What follows belongs to an exercise in optimizing a design on an open flow for small area and a short achievable clock period; a production flow would make more cautious choices. Function was checked by simulation only, so behaviour that the tests miss may differ from the original. The clock port is modelled as an ideal driver, which makes a skipped or thinned clock tree look cheaper than it is; a real chip needs a root buffer or a tree. Power is estimated from default activity; no workload was simulated.

build 49:
==> flow/design.v (excerpt) <==
module reservation_station #(
    parameter RS_SIZE = 8,
    parameter PR_BITS = 6,
    parameter ROB_SIZE = 16,
    parameter ROB_BITS = $clog2(ROB_SIZE)
)(
    input  logic clk,
    input  logic rst,
    input  logic                  dispatch_en,
    input  logic [PR_BITS-1:0]    src1,
    input  logic [PR_BITS-1:0]    src2,
    input  logic [PR_BITS-1:0]    dst,
    input  logic                  src1_ready,
    input  logic                  src2_ready,
    input  logic                  use_imm,
    input  logic [31:0]           imm,
    input  logic [ROB_BITS-1:0]   alloc_rob_idx,
    input  logic                  dispatch_is_branch,
    input  logic [31:0]           dispatch_pc,
    input logic [1:0] dispatch_br_type,
    input  logic                  wb_valid,
    input  logic [PR_BITS-1:0]    wb_phys,
    input  logic                  issue_grant,
    output logic [1:0] issue_br_type,
    output logic                  issue_valid,
    output logic [PR_BITS-1:0]    issue_src1,
    output logic [PR_BITS-1:0]    issue_src2,
    output logic [PR_BITS-1:0]    issue_dst,
    output logic                  issue_use_imm,
    output logic [31:0]           issue_imm,
    output logic                  issue_is_branch,
    output logic [31:0]           issue_pc,
    output logic [ROB_BITS-1:0]   issue_rob_idx,
    output logic [$clog2(RS_SIZE)-1:0] issue_idx,
    output logic                  rs_full
);
Size in the first run: about 1600 cells after synthesis, roughly 200 I/O pins, roughly 0.028 mm² of cells after synthesis.
==> flow/config.mk <==
export PLATFORM = sky130hd
export DESIGN_NAME = reservation_station
export DESIGN_NICKNAME = reservation_station
export VERILOG_FILES = /design/flow/design.v
export SDC_FILE = /design/flow/constraint.sdc
export NUM_CORES = 4
export LEC_CHECK = 0
export CAP_MARGIN = 20
export CORE_MARGIN = 2
export CORE_UTILIZATION = 70
export PLACE_DENSITY = 0.8
export SETUP_SLACK_MARGIN = 2.0
export SLEW_MARGIN = 20
export TNS_END_PERCENT = 5
==> flow/constraint.sdc <==
create_clock -name core_clock -period 4.5 [get_ports {clk}]
set_input_delay 0.9000 -clock core_clock [delete_from_list [all_inputs] [get_ports {clk}]]
set_output_delay 0.9000 -clock core_clock [all_outputs]
set_load 0.01 [all_outputs]
standard.sh (not shown) runs the stock make flow with config.mk's settings and CLKGATE_MAP_FILE= SYNTH_SCRIPT=/design/flow/synth_recipe.tcl, a recipe that flattens the netlist after the stock synthesis.
==> flow/flow/run.sh <==
#!/bin/bash
# Standard ORFS layout, with plain buffers on the ports instead of the
# delay-cell buffers that buffer_ports picks by default, extra settings from
# flow/extra.mk, and flow/post_cts.tcl run at the end of CTS.
set -euo pipefail
EXTRA=()
[[ -f flow/extra.mk ]] && while IFS= read -r l; do [[ -n "$l" ]] && EXTRA+=("$l"); done < flow/extra.mk
bash standard.sh "BUFFER_PORTS_ARGS=-buffer_cell sky130_fd_sc_hd__buf_1" "POST_CTS_TCL=$PWD/flow/post_cts.tcl" "${EXTRA[@]}" finish > flow_standard.log 2>&1
==> flow/flow/extra.mk <==
CTS_ARGS=-sink_clustering_enable -repair_clock_nets -dont_use_dummy_load -sink_clustering_size 24 -sink_clustering_max_diameter 80
==> flow/flow/post_cts.tcl <==
set block [ord::get_db_block]
set root [$block findInst clkbuf_0_clk]
if {$root != "NULL"} {
  set in_net [[$root findITerm A] getNet]
  set out_net [[$root findITerm X] getNet]
  set loads {}
  foreach it [$out_net getITerms] {
    if {[$it getInst] != $root} { lappend loads $it }
  }
  if {[llength $loads] <= 4 && [llength [$out_net getBTerms]] == 0} {
    puts "post_cts: removing [$root getName], clock port now feeds [llength $loads] buffers"
    foreach it $loads {
      $it disconnect
      $it connect $in_net
    }
    odb::dbInst_destroy $root
    odb::dbNet_destroy $out_net
    estimate_parasitics -placement
    repair_timing_helper
    detailed_placement
    check_placement -verbose
  } else {
    puts "post_cts: root buffer kept ([llength $loads] loads)"
  }
}
Build 49: all stages complete, timing, DRC and antenna checks passed
Relative to build 49, the following input files were edited for build 32:
- CORE_UTILIZATION: 70 -> 65
- PLACE_DENSITY: 0.8 -> 0.75
--- a/flow/flow/extra.mk
+++ b/flow/flow/extra.mk
@@ -1,0 +2 @@
+DONT_USE_CELLS=sky130_fd_sc_hd__probe_p_8 sky130_fd_sc_hd__probec_p_8 sky130_fd_sc_hd__lpflow_bleeder_1 sky130_fd_sc_hd__lpflow_clkbufkapwr_1 sky130_fd_sc_hd__lpflow_clkbufkapwr_16 sky130_fd_sc_hd__lpflow_clkbufkapwr_2 sky130_fd_sc_hd__lpflow_clkbufkapwr_4 sky130_fd_sc_hd__lpflow_clkbufkapwr_8 sky130_fd_sc_hd__lpflow_clkinvkapwr_1 sky130_fd_sc_hd__lpflow_clkinvkapwr_16 sky130_fd_sc_hd__lpflow_clkinvkapwr_2 sky130_fd_sc_hd__lpflow_clkinvkapwr_4 sky130_fd_sc_hd__lpflow_clkinvkapwr_8 sky130_fd_sc_hd__lpflow_decapkapwr_12 sky130_fd_sc_hd__lpflow_decapkapwr_3 sky130_fd_sc_hd__lpflow_decapkapwr_4 sky130_fd_sc_hd__lpflow_decapkapwr_6 sky130_fd_sc_hd__lpflow_decapkapwr_8 sky130_fd_sc_hd__lpflow_inputiso0n_1 sky130_fd_sc_hd__lpflow_inputiso0p_1 sky130_fd_sc_hd__lpflow_inputiso1n_1 sky130_fd_sc_hd__lpflow_inputiso1p_1 sky130_fd_sc_hd__lpflow_inputisolatch_1 sky130_fd_sc_hd__lpflow_isobufsrc_1 sky130_fd_sc_hd__lpflow_isobufsrc_16 sky130_fd_sc_hd__lpflow_isobufsrc_2 sky130_fd_sc_hd__lpflow_isobufsrc_4 sky130_fd_sc_hd__lpflow_isobufsrc_8 sky130_fd_sc_hd__lpflow_isobufsrckapwr_16 sky130_fd_sc_hd__lpflow_lsbuf_lh_hl_isowell_tap_1 sky130_fd_sc_hd__lpflow_lsbuf_lh_hl_isowell_tap_2 sky130_fd_sc_hd__lpflow_lsbuf_lh_hl_isowell_tap_4 sky130_fd_sc_hd__lpflow_lsbuf_lh_isowell_4 sky130_fd_sc_hd__lpflow_lsbuf_lh_isowell_tap_1 sky130_fd_sc_hd__lpflow_lsbuf_lh_isowell_tap_2 sky130_fd_sc_hd__lpflow_lsbuf_lh_isowell_tap_4 sky130_fd_sc_hd__or3_1 sky130_fd_sc_hd__or3_2 sky130_fd_sc_hd__or3_4 sky130_fd_sc_hd__or4_1 sky130_fd_sc_hd__or4_2 sky130_fd_sc_hd__or4_4 sky130_fd_sc_hd__or3b_1 sky130_fd_sc_hd__or3b_2 sky130_fd_sc_hd__or3b_4 sky130_fd_sc_hd__or4b_1 sky130_fd_sc_hd__or4b_2 sky130_fd_sc_hd__or4b_4 sky130_fd_sc_hd__or4bb_1 sky130_fd_sc_hd__or4bb_2 sky130_fd_sc_hd__or4bb_4
==> results.txt <==
- Build 49 vs build 32, highest metal layer with signal wires: met5 vs met4
- On power in the clock group, build 49 tracks build 32 almost exactly.
- Summary of build 32 over build 49: final critical path time including I/O delays and setup lower, setup slack after placement +0.074 ns.
- Relative to build 49, the synthesized instance count of build 32 is higher by 20.
- On build 32: multiplexer share of the synthesized area is 0.23 points lower than what build 49 gave.
- Build 32 vs. build 49: highest achievable clock rate increased about 2.3%, portion of total power attributed to the clock network went down.
- Looking at the reports, build 32 completed the entire flow and the layout it produced met the timing, DRC and antenna checks.
What build 19 does differently from build 32 at the input level:
==> flow/flow/extra.mk <==
CTS_ARGS=-sink_clustering_enable -repair_clock_nets -dont_use_dummy_load -sink_clustering_size 24 -sink_clustering_max_diameter 80
[summary]
In the final reports, the cell area of build 19 is smaller than that of build 32. Against build 32, build 19 reports a number of antenna violations at the first check in global routing that is lower. Wire length, build 19 vs build 32: down by a few percent.
### build 19 -> build 38
- swapping 2.0 for 2.2 in SETUP_SLACK_MARGIN
[summary]
- Against build 19, build 38 comes in 0.23 points higher on net switching fraction of the power.
- In terms of clock share of power, build 38 and build 19 differ only marginally.
- Higher critical path depth goes to build 38 over build 19.
- Per the comparison of build 38 with build 19, internal power +1.1%; worst hold slack now smaller.
- Build 38 went all the way through the flow, and no timing, DRC or antenna check failed.
- The power dissipated in sequential cells on build 19 is in line with that on build 38.
[inputs] build 36 vs build 38
- a change of SETUP_SLACK_MARGIN from 2.2 to 1.9
## What came out
- From build 38 to build 36, die area did not move at all.
- Looking at smallest setup slack after layout across both flows, build 36 is the stronger of the two, with build 38 trailing.
- Across both runs, power was lower for build 36 than for build 38.
- Fraction of the cycle the final worst path needs in build 36 is 1.3 points below build 38.
- For build 36, the slowest cell on the critical path was sky130_fd_sc_hd__nor4_1, unlike build 38, where it was sky130_fd_sc_hd__dfrtp_4.
- Core utilization: build 36 lower than build 38
- Compared with build 38, build 36 instantiates a smaller number of standard cells.
- Layout overhead on the synthesized area was higher in build 38 than in build 36.
- Build 36 vs build 38: wire length down slightly
- Overall via count from detail_route: higher on build 38

afterwards: timing with drivers on the ports:
The results above use ideal ports. As a check the final layouts listed here were re-extracted and re-timed, cells and wires unchanged. Step 1, drivers: a clkbuf_16 drives clk and a buf_2 each remaining input, both assumed. Step 2 also shifts input and output timing later by t, the mid clock arrival at the registers, as if the neighbouring blocks saw the same clock. Three values: ideal, step 1, step 2; two values: the first two.
run | t (ns) | setup slack, ns | worst hold slack (ns) | worst setup path after step 2 | worst data-port slew with drivers (ns)
build 49 | 0.495 | 1.814 / 1.692 / 1.410 | 0.532 / 0.532 / 0.532 | input to register | 0.10
build 32 | 0.503 | 1.875 / 1.755 / 1.437 | 0.535 / 0.494 / 0.535 | input to register | 0.09
build 19 | 0.480 | 1.838 / 1.719 / 1.461 | 0.528 / 0.498 / 0.528 | input to register | 0.11
build 38 | 0.501 | 1.763 / 1.640 / 1.425 | 0.520 / 0.479 / 0.520 | input to register | 0.09
build 36 | 0.488 | 1.820 / 1.702 / 1.387 | 0.541 / 0.495 / 0.541 | input to register | 0.10
After both steps setup and hold are still met in every run listed. The setup slack of build 32, which loses most, moves by -0.120 ns with the drivers and by -0.438 ns with both steps.
